Background: an optimization exercise with open tools, aiming at small area, a short achievable clock period and few clock cycles. Do not read the settings as production practice. RTL that was checked went through simulation tests only; none was proved equivalent to the original.

==> job 5711: inputs <==
==> flow/design.v <==
module padder1(in, byte_num, out);
  input      [31:0] in;
  input      [1:0]  byte_num;
  output reg [31:0] out;
  always @ (*)
    case (byte_num)
    0: out = 32'h6000000;
    1: out = {in[31:24], 24'h060000};
    2: out = {in[31:16], 16'h0600};
    3: out = {in[31:8],   8'h06};
    endcase
endmodule
module padder(s, w, mask, pad, y);
    input      [575:0] s;
    input      [575:0] w;
    input      [17:0]  mask;
    input              pad;
    output     [575:0] y;
    genvar k, b, i;
    generate
      for (k = 0; k < 9; k = k + 1) begin : L
        for (b = 0; b < 8; b = b + 1) begin : B
          for (i = 0; i < 8; i = i + 1) begin : I
            localparam integer P = 575-64*k-63+8*b+i;      
            localparam integer J = 2*k + b/4;              
            localparam integer Q = 32*J + 31-8*(b%4)-7+i;   
            if (k == 8 && b == 7 && i == 7) begin : PD
              kabs a (s[P] ^ pad, w[Q], mask[J], y[P]);
            end else begin : N
              kabs a (s[P], w[Q], mask[J], y[P]);
            end
          end
        end
      end
    endgenerate
endmodule
module rconst(r, rc);
    input      [4:0]  r;
    output reg [63:0] rc;
    always @ (*)
      case (r)
        5'd0:  rc = 64'h0000000000000001;  5'd1:  rc = 64'h0000000000008082;
        5'd2:  rc = 64'h800000000000808A;  5'd3:  rc = 64'h8000000080008000;
        5'd4:  rc = 64'h000000000000808B;  5'd5:  rc = 64'h0000000080000001;
        5'd6:  rc = 64'h8000000080008081;  5'd7:  rc = 64'h8000000000008009;
        5'd8:  rc = 64'h000000000000008A;  5'd9:  rc = 64'h0000000000000088;
        5'd10: rc = 64'h0000000080008009;  5'd11: rc = 64'h000000008000000A;
        5'd12: rc = 64'h000000008000808B;  5'd13: rc = 64'h800000000000008B;
        5'd14: rc = 64'h8000000000008089;  5'd15: rc = 64'h8000000000008003;
        5'd16: rc = 64'h8000000000008002;  5'd17: rc = 64'h8000000000000080;
        5'd18: rc = 64'h000000000000800A;  5'd19: rc = 64'h800000008000000A;
        5'd20: rc = 64'h8000000080008081;  5'd21: rc = 64'h8000000000008080;
        5'd22: rc = 64'h0000000080000001;  5'd23: rc = 64'h8000000080008008;
        default: rc = 64'h0;
      endcase
endmodule
module round(in, round_const, en, hold, s, out);
    input  [1599:0] in;
    input  [63:0]   round_const;
    input           en, hold;
    input  [1599:0] s;
    output [1599:0] out;
    wire   [63:0]   a[0:24];    
    wire   [63:0]   c[0:4];     
    wire   [63:0]   d[0:4];     
    wire   [63:0]   b[0:24];    
    wire   [63:0]   f[0:24];    
    localparam [8*25-1:0] ROT = {8'd14, 8'd56, 8'd61, 8'd2,  8'd18,
                                 8'd8,  8'd21, 8'd15, 8'd45, 8'd41,
                                 8'd39, 8'd25, 8'd43, 8'd10, 8'd3,
                                 8'd20, 8'd55, 8'd6,  8'd44, 8'd36,
                                 8'd27, 8'd28, 8'd62, 8'd1,  8'd0};
    localparam [4:0] INV = 5'b01010;   
    genvar x, y, z;
    generate
      for (y = 0; y < 5; y = y + 1) begin : L0
        for (x = 0; x < 5; x = x + 1) begin : L1
          assign a[5*y+x] = in[1599-64*(5*y+x) -: 64];
        end
      end
      for (x = 0; x < 5; x = x + 1) begin : L2
        for (z = 0; z < 64; z = z + 1) begin : Z
          wire p0, p1, p2;
          kx2 c0 (a[x][z], a[x+5][z], p0);
          kx2 c1 (a[x+10][z], a[x+15][z], p1);
          kx2 c2 (p1, a[x+20][z], p2);
          kx2 c3 (p0, p2, c[x][z]);
        end
      end
      for (x = 0; x < 5; x = x + 1) begin : L3
        for (z = 0; z < 64; z = z + 1) begin : Z
          kx2 q (c[(x+4)%5][z], c[(x+1)%5][(z+63)%64], d[x][z]);
        end
      end
      for (y = 0; y < 5; y = y + 1) begin : L4
        for (x = 0; x < 5; x = x + 1) begin : L5
          localparam integer R = ROT[8*(5*y+x) +: 8];
          localparam integer T = 5*((2*x+3*y)%5) + y;
          wire [63:0] e;
          for (z = 0; z < 64; z = z + 1) begin : Z
            if (INV[y]) begin : I
              kxn2 t (a[5*y+x][z], d[x][z], e[z]);
            end else begin : P
              kx2 t (a[5*y+x][z], d[x][z], e[z]);
            end
          end
          if (R == 0) begin : N
            assign b[T] = e;
          end else begin : Y
            assign b[T] = {e[63-R:0], e[63:64-R]};
          end
        end
      end
      for (y = 0; y < 5; y = y + 1) begin : L6
        for (x = 0; x < 5; x = x + 1) begin : L7
          localparam integer X1 = (x+1)%5;
          localparam integer X2 = (x+2)%5;
          localparam integer QT = (!INV[X1] && INV[X2]) ? 0 : 1;
          localparam integer FI = (INV[x] ? 1 : 0) ^ QT;   
          for (z = 0; z < 64; z = z + 1) begin : Z
            wire t, a0;
            if (INV[X1] && !INV[X2]) begin : NA
              kna n (b[5*y+X1][z], b[5*y+X2][z], t);
            end else if (!INV[X1] && INV[X2]) begin : NO
              kno n (b[5*y+X1][z], b[5*y+X2][z], t);
            end else if (!INV[X1]) begin : OB0
              kob n (b[5*y+X1][z], b[5*y+X2][z], t);
            end else begin : OB1
              kob n (b[5*y+X2][z], b[5*y+X1][z], t);
            end
            if (y == 0 && x == 0 && (z == 0 || z == 1 || z == 3 || z == 7 || z == 15 || z == 31 || z == 63)) begin : IO
              kx2 i (b[0][z], round_const[z], a0);
            end else begin : NI
              assign a0 = b[5*y+x][z];
            end
            if (FI) begin : XN
              kxn2 h (a0, t, f[5*y+x][z]);
            end else begin : XP
              kx2 h (a0, t, f[5*y+x][z]);
            end
            kmux m (f[5*y+x][z], en, s[1599-64*(5*y+x)-63+z], hold, out[1599-64*(5*y+x)-63+z]);
          end
        end
      end
    endgenerate
endmodule
module kx2(a, b, y);
    input  a, b;
    output y;
    assign y = a ^ b;
endmodule
module kxn2(a, b, y);
    input  a, b;
    output y;
    assign y = ~(a ^ b);
endmodule
module kna(a, b, y);
    input  a, b;
    output y;
    assign y = ~(a & b);
endmodule
module kno(a, b, y);
    input  a, b;
    output y;
    assign y = ~(a | b);
endmodule
module kob(a, b, y);
    input  a, b;
    output y;
    assign y = a | ~b;
endmodule
module kmux(a, b, c, d, y);
    input  a, b, c, d;
    output y;
    assign y = (a & b) | (c & d);
endmodule
module kabs(s, w, m, y);
    input  s, w, m;
    output y;
    assign y = s ^ (w & m);
endmodule
module f_permutation(s, w, mask, pad, en, hold, rnd, next);
    input      [1599:0] s;
    input      [575:0]  w;
    input      [17:0]   mask;
    input               pad;
    input               en, hold;
    input      [4:0]    rnd;
    output     [1599:0] next;
    wire       [575:0]  absorbed;
    wire       [63:0]   rc;
    padder padder_ (s[1599:1024], w, mask, pad, absorbed);
    rconst rconst_ (rnd, rc);
    round round_ ({absorbed, s[1023:0]}, rc, en, hold, s, next);
endmodule
module keccak(clk, reset, in, in_ready, is_last, byte_num, buffer_full, out, out_ready);
    input              clk, reset;
    input      [31:0]  in;
    input              in_ready, is_last;
    input      [1:0]   byte_num;
    output             buffer_full;
    output     [511:0] out;
    output reg         out_ready;
    reg       [1599:0] s;          
    reg        [575:0] w;          
    reg        [17:0]  wv;         
    reg                blk_full;   
    reg                last_in;    
    reg                go;         
    reg                run;        
    reg                en, hold;   
    reg        [4:0]   rnd;
    reg                fin;        
    reg        [17:0]  mask;       
    reg                pad;        
    wire               take;
    wire       [17:0]  wsel, we;
    wire       [31:0]  v0, din;
    wire               blk_full_n, run_n, go_n, en_n, last_in_n;
    wire       [17:0]  wv_n;
    wire               rnd_last;
    wire      [1599:0] s_n;
    wire       [511:0] out1;
    assign buffer_full = blk_full;
    assign take = in_ready & ~blk_full & ~last_in;
    assign wsel = {wv[16:0], 1'b1} & ~wv;
    assign we = wsel & {18{take}};
    padder1 p0 (in, byte_num, v0);
    assign din = is_last ? v0 : in;
    assign rnd_last = (rnd == 5'd23);
    assign blk_full_n = (blk_full & ~go) | (take & (is_last | wv[16]));
    assign run_n = go | (run & ~rnd_last);
    assign go_n = blk_full_n & ~run_n;
    assign en_n = go_n | run_n;
    assign wv_n = go ? 18'd0 : take ? {wv[16:0], 1'b1} : wv;
    assign last_in_n = last_in | (take & is_last);
    always @ (posedge clk)
      if (reset) begin
        wv <= 0;
        blk_full <= 0;
        last_in <= 0;
        go <= 0;
        run <= 0;
        en <= 0;
        hold <= 0;
        rnd <= 0;
        fin <= 0;
        mask <= 0;
        pad <= 0;
        out_ready <= 0;
      end else begin
        wv <= wv_n;
        mask <= wv_n & {18{go_n}};
        pad <= last_in_n & go_n;
        blk_full <= blk_full_n;
        last_in <= last_in_n;
        go <= go_n;
        run <= run_n;
        en <= en_n;
        hold <= ~en_n;
        if (go | run)
          rnd <= rnd_last ? 5'd0 : rnd + 5'd1;
        if (go)
          fin <= last_in;
        if (run & rnd_last & fin)
          out_ready <= 1;
      end
    genvar j;
    generate
      for (j = 0; j < 18; j = j + 1) begin : W
        always @ (posedge clk)
          if (we[j])
            w[32*j +: 32] <= din;
      end
    endgenerate
    f_permutation f_permutation_ (s, w, mask, pad, en, hold, rnd, s_n);
    always @ (posedge clk)
      s <= s_n;
    assign out1 = s[1599:1599-511];
    genvar x, b;
    generate
      for (x = 0; x < 8; x = x + 1) begin : L0
        for (b = 0; b < 8; b = b + 1) begin : L1
          assign out[(((x)*64 + (b)*8) + 7):((x)*64 + (b)*8)] = out1[(((x)*64 + (7-b)*8) + 7):((x)*64 + (7-b)*8)];
        end
      end
    endgenerate
endmodule
==> flow/run.sh <==
#!/bin/bash
# synth_recipe.tcl (not shown) runs the flow's synth.tcl, then flattens the netlist and writes it again
# the make line also repeats each setting of config.mk as NAME=value (left out here)
make -C /OpenROAD-flow-scripts/flow DESIGN_CONFIG=/design/flow/config.mk WORK_HOME=/design/flow/orfs CLKGATE_MAP_FILE= SYNTH_SCRIPT=/design/flow/synth_recipe.tcl finish
==> flow/config.mk <==
export PLATFORM = sky130hd
export DESIGN_NAME = keccak
export DESIGN_NICKNAME = keccak
export VERILOG_FILES = /design/flow/design.v
export SDC_FILE = /design/flow/constraint.sdc
export NUM_CORES = 4
export LEC_CHECK = 0
export CAP_MARGIN = 30
export CORE_MARGIN = 2
export CORE_UTILIZATION = 55
export PLACE_DENSITY = 0.65
export SETUP_SLACK_MARGIN = 3.0
export SLEW_MARGIN = 30
export SYNTH_HIERARCHICAL = 1
==> flow/constraint.sdc <==
create_clock -name core_clock -period 6.0 [get_ports {clk}]
set_input_delay 1.2000 -clock core_clock [delete_from_list [all_inputs] [get_ports {clk}]]
set_output_delay 1.2000 -clock core_clock [all_outputs]
set_load 0.01 [all_outputs]
==> job 5971 (differences from job 5711) <==
==> flow/design.v, changed modules only <==
module f_permutation(s, w, mask, pad, en, hold, rnd, next);
    input      [1599:0] s;
    input      [575:0]  w;
    input      [17:0]   mask;
    input               pad;
    input               en, hold;
    input      [4:0]    rnd;
    output     [1599:0] next;
    wire       [1599:0] r;
    wire       [63:0]   rc;
    rconst rconst_ (rnd, rc);
    round round_ (s, rc, en, hold, s, r);
    padder padder_ (r[1599:1024], w, mask, pad, next[1599:1024]);
    assign next[1023:0] = r[1023:0];
endmodule
module keccak(clk, reset, in, in_ready, is_last, byte_num, buffer_full, out, out_ready);
    input              clk, reset;
    input      [31:0]  in;
    input              in_ready, is_last;
    input      [1:0]   byte_num;
    output             buffer_full;
    output     [511:0] out;
    output reg         out_ready;
    reg       [1599:0] s;          
    reg        [575:0] w;          
    reg        [17:0]  wv;         
    reg                blk_full;   
    reg                last_in;    
    reg                ab;         
    reg                run;        
    reg                en, hold;   
    reg        [4:0]   rnd;
    reg                fin;        
    reg        [17:0]  mask;       
    reg                pad;        
    wire               take;
    wire       [17:0]  wsel, we;
    wire       [31:0]  v0, din;
    wire               blk_full_n, run_n, ab_n, last_in_n;
    wire       [17:0]  wv_n;
    wire               rnd_last;
    wire      [1599:0] s_n;
    wire       [511:0] out1;
    assign buffer_full = blk_full;
    assign take = in_ready & ~blk_full & ~last_in;
    assign wsel = {wv[16:0], 1'b1} & ~wv;
    assign we = wsel & {18{take}};
    padder1 p0 (in, byte_num, v0);
    assign din = is_last ? v0 : in;
    assign rnd_last = (rnd == 5'd23);
    assign blk_full_n = (blk_full & ~ab) | (take & (is_last | wv[16]));
    assign run_n = ab | (run & ~rnd_last);
    assign ab_n = blk_full_n & (~run_n | (run & (rnd == 5'd22)));
    assign wv_n = ab ? 18'd0 : take ? {wv[16:0], 1'b1} : wv;
    assign last_in_n = last_in | (take & is_last);
    always @ (posedge clk)
      if (reset) begin
        wv <= 0;
        blk_full <= 0;
        last_in <= 0;
        ab <= 0;
        run <= 0;
        en <= 0;
        hold <= 0;
        rnd <= 0;
        fin <= 0;
        mask <= 0;
        pad <= 0;
        out_ready <= 0;
      end else begin
        wv <= wv_n;
        mask <= wv_n & {18{ab_n}};
        pad <= last_in_n & ab_n;
        blk_full <= blk_full_n;
        last_in <= last_in_n;
        ab <= ab_n;
        run <= run_n;
        en <= run_n;
        hold <= ~run_n;
        if (ab)
          rnd <= 5'd0;
        else if (run)
          rnd <= rnd + 5'd1;
        if (ab)
          fin <= last_in;
        if (run & rnd_last & fin)
          out_ready <= 1;
      end
    genvar j;
    generate
      for (j = 0; j < 18; j = j + 1) begin : W
        always @ (posedge clk)
          if (we[j])
            w[32*j +: 32] <= din;
      end
    endgenerate
    f_permutation f_permutation_ (s, w, mask, pad, en, hold, rnd, s_n);
    always @ (posedge clk)
      s <= s_n;
    assign out1 = s[1599:1599-511];
    genvar x, b;
    generate
      for (x = 0; x < 8; x = x + 1) begin : L0
        for (b = 0; b < 8; b = b + 1) begin : L1
          assign out[(((x)*64 + (b)*8) + 7):((x)*64 + (b)*8)] = out1[(((x)*64 + (7-b)*8) + 7):((x)*64 + (7-b)*8)];
        end
      end
    endgenerate
endmodule
==> flow/flow/run.sh (new file) <==
#!/bin/bash
# The standard layout (standard.sh), with the ports buffered by buf_2 cells
# instead of the delay buffers buffer_ports picks by default.
set -euo pipefail
export BUFFER_PORTS_ARGS="-buffer_cell sky130_fd_sc_hd__buf_2"
bash standard.sh > standard_flow.log 2>&1
==> flow/standard.sh (new file) <==
#!/bin/bash
# synth_recipe.tcl (not shown) runs the flow's synth.tcl, then flattens the netlist and writes it again
# the make line also repeats each setting of config.mk as NAME=value (left out here)
make -C /OpenROAD-flow-scripts/flow DESIGN_CONFIG=/design/flow/config.mk WORK_HOME=/design/flow/orfs CLKGATE_MAP_FILE= SYNTH_SCRIPT=/design/flow/synth_recipe.tcl "${@:-finish}"
--- a/flow/config.mk
+++ b/flow/config.mk
@@ -9,5 +9,5 @@
 export CORE_MARGIN = 2
-export CORE_UTILIZATION = 55
-export PLACE_DENSITY = 0.65
-export SETUP_SLACK_MARGIN = 3.0
+export CORE_UTILIZATION = 50
+export PLACE_DENSITY = 0.6
+export SETUP_SLACK_MARGIN = 2.8
 export SLEW_MARGIN = 30
removed: flow/run.sh
==> job 8583 (differences from job 5711) <==
==> flow/design.v, changed modules only <==
module padder(s, w, mask, pad, rc, y);
    input      [575:0] s;
    input      [575:0] w;
    input      [17:0]  mask;
    input              pad;
    input      [63:0]  rc;
    output     [575:0] y;
    genvar k, b, i;
    generate
      for (k = 0; k < 9; k = k + 1) begin : L
        for (b = 0; b < 8; b = b + 1) begin : B
          for (i = 0; i < 8; i = i + 1) begin : I
            localparam integer P = 575-64*k-63+8*b+i;      
            localparam integer J = 2*k + b/4;              
            localparam integer Q = 32*J + 31-8*(b%4)-7+i;   
            if (k == 8 && b == 7 && i == 7) begin : PD
              kabs a (s[P] ^ pad, w[Q], mask[J], y[P]);
            end else if (k == 0 && (8*b+i == 0 || 8*b+i == 1 || 8*b+i == 3 || 8*b+i == 7 ||
                                    8*b+i == 15 || 8*b+i == 31 || 8*b+i == 63)) begin : RC
              kabs a (s[P] ^ rc[8*b+i], w[Q], mask[J], y[P]);
            end else begin : N
              kabs a (s[P], w[Q], mask[J], y[P]);
            end
          end
        end
      end
    endgenerate
endmodule
module round(in, en, enb, hold, s, out);
    input  [1599:0] in;
    input           en, enb, hold;
    input  [1599:0] s;
    output [1599:0] out;
    wire   [63:0]   a[0:24];    
    wire   [63:0]   c[0:4];     
    wire   [63:0]   d[0:4];     
    wire   [63:0]   b[0:24];    
    localparam [8*25-1:0] ROT = {8'd14, 8'd56, 8'd61, 8'd2,  8'd18,
                                 8'd8,  8'd21, 8'd15, 8'd45, 8'd41,
                                 8'd39, 8'd25, 8'd43, 8'd10, 8'd3,
                                 8'd20, 8'd55, 8'd6,  8'd44, 8'd36,
                                 8'd27, 8'd28, 8'd62, 8'd1,  8'd0};
    localparam [4:0] INV = 5'b00000;   
    genvar x, y, z;
    generate
      for (y = 0; y < 5; y = y + 1) begin : L0
        for (x = 0; x < 5; x = x + 1) begin : L1
          assign a[5*y+x] = in[1599-64*(5*y+x) -: 64];
        end
      end
      for (x = 0; x < 5; x = x + 1) begin : L2
        for (z = 0; z < 64; z = z + 1) begin : Z
          wire p0, p1, p2;
          kx2 c0 (a[x][z], a[x+5][z], p0);
          kx2 c1 (a[x+10][z], a[x+15][z], p1);
          kx2 c2 (p1, a[x+20][z], p2);
          kx2 c3 (p0, p2, c[x][z]);
        end
      end
      for (x = 0; x < 5; x = x + 1) begin : L3
        for (z = 0; z < 64; z = z + 1) begin : Z
          kx2 q (c[(x+4)%5][z], c[(x+1)%5][(z+63)%64], d[x][z]);
        end
      end
      for (y = 0; y < 5; y = y + 1) begin : L4
        for (x = 0; x < 5; x = x + 1) begin : L5
          localparam integer R = ROT[8*(5*y+x) +: 8];
          localparam integer T = 5*((2*x+3*y)%5) + y;
          wire [63:0] e;
          for (z = 0; z < 64; z = z + 1) begin : Z
            if (INV[y]) begin : I
              kxn2 t (a[5*y+x][z], d[x][z], e[z]);
            end else begin : P
              kx2 t (a[5*y+x][z], d[x][z], e[z]);
            end
          end
          if (R == 0) begin : N
            assign b[T] = e;
          end else begin : Y
            assign b[T] = {e[63-R:0], e[63:64-R]};
          end
        end
      end
      for (y = 0; y < 5; y = y + 1) begin : L6
        for (x = 0; x < 5; x = x + 1) begin : L7
          localparam integer X1 = (x+1)%5;
          localparam integer X2 = (x+2)%5;
          localparam integer QT = (!INV[X1] && INV[X2]) ? 0 : 1;
          localparam integer FI = (INV[x] ? 1 : 0) ^ QT;   
          for (z = 0; z < 64; z = z + 1) begin : Z
            wire t, a0;
            if (INV[X1] && !INV[X2]) begin : NA
              kna3 n (b[5*y+X1][z], b[5*y+X2][z], en, t);
            end else if (!INV[X1] && INV[X2]) begin : NO
              kno3 n (b[5*y+X1][z], b[5*y+X2][z], enb, t);
            end else if (!INV[X1]) begin : OB0
              kob3 n (b[5*y+X1][z], b[5*y+X2][z], en, t);
            end else begin : OB1
              kob3 n (b[5*y+X2][z], b[5*y+X1][z], en, t);
            end
            if (INV[x]) begin : MI
              kmuxn m (enb, b[5*y+x][z], hold, s[1599-64*(5*y+x)-63+z], a0);
            end else begin : MP
              kmux m (b[5*y+x][z], en, s[1599-64*(5*y+x)-63+z], hold, a0);
            end
            if (FI) begin : XN
              kxn2 h (a0, t, out[1599-64*(5*y+x)-63+z]);
            end else begin : XP
              kx2 h (a0, t, out[1599-64*(5*y+x)-63+z]);
            end
          end
        end
      end
    endgenerate
endmodule
module kna3(a, b, c, y);
    input  a, b, c;
    output y;
    assign y = ~(a & b & c);
endmodule
module kno3(a, b, c, y);
    input  a, b, c;
    output y;
    assign y = ~(a | b | c);
endmodule
module kob3(a, b, c, y);
    input  a, b, c;
    output y;
    assign y = a | ~b | ~c;
endmodule
module kmuxn(a, b, c, d, y);
    input  a, b, c, d;
    output y;
    assign y = ~((~a & ~b) | (c & d));
endmodule
module f_permutation(s, w, mask, pad, en, enb, hold, rnd, next);
    input      [1599:0] s;
    input      [575:0]  w;
    input      [17:0]   mask;
    input               pad;
    input               en, enb, hold;
    input      [4:0]    rnd;
    output     [1599:0] next;
    wire       [1599:0] r;
    wire       [63:0]   rc;
    rconst rconst_ (rnd, rc);
    round round_ (s, en, enb, hold, s, r);
    padder padder_ (r[1599:1024], w, mask, pad, rc & {64{en}}, next[1599:1024]);
    assign next[1023:0] = r[1023:0];
endmodule
module keccak(clk, reset, in, in_ready, is_last, byte_num, buffer_full, out, out_ready);
    input              clk, reset;
    input      [31:0]  in;
    input              in_ready, is_last;
    input      [1:0]   byte_num;
    output             buffer_full;
    output     [511:0] out;
    output reg         out_ready;
    reg       [1599:0] s;          
    reg        [575:0] w;          
    reg        [17:0]  wv;         
    reg                blk_full;   
    reg                last_in;    
    reg                ab;         
    reg                run;        
    reg                en, enb, hold;   
    reg        [4:0]   rnd;
    reg                fin;        
    reg        [17:0]  mask;       
    reg                pad;        
    wire               take;
    wire       [17:0]  wsel, we;
    wire       [31:0]  v0, din;
    wire               blk_full_n, run_n, ab_n, last_in_n;
    wire       [17:0]  wv_n;
    wire               rnd_last;
    wire      [1599:0] s_n;
    wire       [511:0] out1;
    assign buffer_full = blk_full;
    assign take = in_ready & ~blk_full & ~last_in;
    assign wsel = {wv[16:0], 1'b1} & ~wv;
    assign we = wsel & {18{take}};
    padder1 p0 (in, byte_num, v0);
    assign din = is_last ? v0 : in;
    assign rnd_last = (rnd == 5'd23);
    assign blk_full_n = (blk_full & ~ab) | (take & (is_last | wv[16]));
    assign run_n = ab | (run & ~rnd_last);
    assign ab_n = blk_full_n & (~run_n | (run & (rnd == 5'd22)));
    assign wv_n = ab ? 18'd0 : take ? {wv[16:0], 1'b1} : wv;
    assign last_in_n = last_in | (take & is_last);
    always @ (posedge clk)
      if (reset) begin
        wv <= 0;
        blk_full <= 0;
        last_in <= 0;
        ab <= 0;
        run <= 0;
        en <= 0;
        enb <= 1;
        hold <= 0;
        rnd <= 0;
        fin <= 0;
        mask <= 0;
        pad <= 0;
        out_ready <= 0;
      end else begin
        wv <= wv_n;
        mask <= wv_n & {18{ab_n}};
        pad <= last_in_n & ab_n;
        blk_full <= blk_full_n;
        last_in <= last_in_n;
        ab <= ab_n;
        run <= run_n;
        en <= run_n;
        enb <= ~run_n;
        hold <= ~run_n;
        if (ab)
          rnd <= 5'd0;
        else if (run)
          rnd <= rnd + 5'd1;
        if (ab)
          fin <= last_in;
        if (run & rnd_last & fin)
          out_ready <= 1;
      end
    wire       [575:0] w_n;
    genvar j, i;
    generate
      for (j = 0; j < 18; j = j + 1) begin : W
        for (i = 0; i < 32; i = i + 1) begin : B
          kmux m (din[i], we[j], w[32*j+i], ~we[j], w_n[32*j+i]);
        end
      end
    endgenerate
    always @ (posedge clk)
      w <= w_n;
    f_permutation f_permutation_ (s, w, mask, pad, en, enb, hold, rnd, s_n);
    always @ (posedge clk)
      s <= s_n;
    assign out1 = s[1599:1599-511];
    genvar x, b;
    generate
      for (x = 0; x < 8; x = x + 1) begin : L0
        for (b = 0; b < 8; b = b + 1) begin : L1
          assign out[(((x)*64 + (b)*8) + 7):((x)*64 + (b)*8)] = out1[(((x)*64 + (7-b)*8) + 7):((x)*64 + (7-b)*8)];
        end
      end
    endgenerate
endmodule
// module kna removed
// module kno removed
// module kob removed
==> flow/flow/run.sh (new file) <==
#!/bin/bash
# The standard layout (standard.sh), with the ports buffered by buf_1 cells
# instead of the delay buffers buffer_ports picks by default.
set -euo pipefail
export BUFFER_PORTS_ARGS="-buffer_cell sky130_fd_sc_hd__buf_1"
bash standard.sh > standard_flow.log 2>&1
==> flow/standard.sh (new file) <==
#!/bin/bash
# synth_recipe.tcl (not shown) runs the flow's synth.tcl, then flattens the netlist and writes it again
# the make line also repeats each setting of config.mk as NAME=value (left out here)
make -C /OpenROAD-flow-scripts/flow DESIGN_CONFIG=/design/flow/config.mk WORK_HOME=/design/flow/orfs CLKGATE_MAP_FILE= SYNTH_SCRIPT=/design/flow/synth_recipe.tcl "${@:-finish}"
--- a/flow/config.mk
+++ b/flow/config.mk
@@ -9,5 +9,8 @@
 export CORE_MARGIN = 2
-export CORE_UTILIZATION = 55
-export PLACE_DENSITY = 0.65
-export SETUP_SLACK_MARGIN = 3.0
+export CORE_UTILIZATION = 50
+export CTS_BUF_LIST = sky130_fd_sc_hd__clkbuf_16
+export CTS_CLUSTER_DIAMETER = 90
+export CTS_CLUSTER_SIZE = 24
+export PLACE_DENSITY = 0.6
+export SETUP_SLACK_MARGIN = 2.65
 export SLEW_MARGIN = 30
removed: flow/run.sh
==> summary.md <==
| Metric | Value |
|---|---|
| Total gr overflow | 12600 |
| First-pass GRT wire length | 1670000 um |
| Fail Step | global routing |
| Stop err | [ERROR GRT-0116] Global routing finished with congestion. Check the congestion regions in the DRC Viewer. |
| GRT met3 Usage | 88.7% |
| Status | stopped before the end |
That was job 5711.
==> summary.md <==
| Metric | Value |
|---|---|
| Total gr overflow | 0 |
| First-pass GRT wire length | 1120000 um |
| GRT met3 Usage | 41.7% |
| Status | complete, no violations |
| Row Count | 187 |
That was job 8583.
==> summary.md <==
| Metric | Value |
|---|---|
| Area of placed instances | 137000 sq um |
| Met2 wire len | 303000 um |
| Status | complete, no violations |
| First-pass GRT wire length | 1030000 um |
| Critical path depth | 8 |
| Root buf cell | clkbuf_16 |
That was job 5971.
Testbench counts of job 5971, summed over its fixed seeds: cycles 8,225.
Testbench counts of job 8583, summed over its fixed seeds: cycles 8,225.
Only the layout flow was run in job 5711; the RTL was not checked for function there.

## port drivers added, routing unchanged
In the flow no input, the clock included, has a driving cell. The finished layouts below were timed again as built, in two steps.
Step 1 assumes that a clkbuf_16 drives the clock port and a buf_2 every other input.
Step 2 adds t to the input delays and takes it off the output delays; t is the mean of the earliest and latest rising clock arrival at the registers after step 1. Input paths then give back, and output paths get back, about the clock's delay inside the block.
Three values: ideal ports, drivers, drivers and shift; two values: the first two.
| run | t, ns | setup slack, ns | latest minus earliest clock arrival (ns) | pins driven straight from the clock port |
|---|---|---|---|---|
| job 5971 | 1.047 | 2.437 / 2.437 / 1.610 | 0.066 / 0.066 | 1 |
| job 8583 | 1.023 | 2.139 / 2.139 / 1.748 | 0.062 / 0.062 | 1 |
After both steps setup and hold are still met in every run listed. The setup slack of job 5971, which loses most, moves by 0.000 ns with the drivers and by -0.827 ns with both steps.
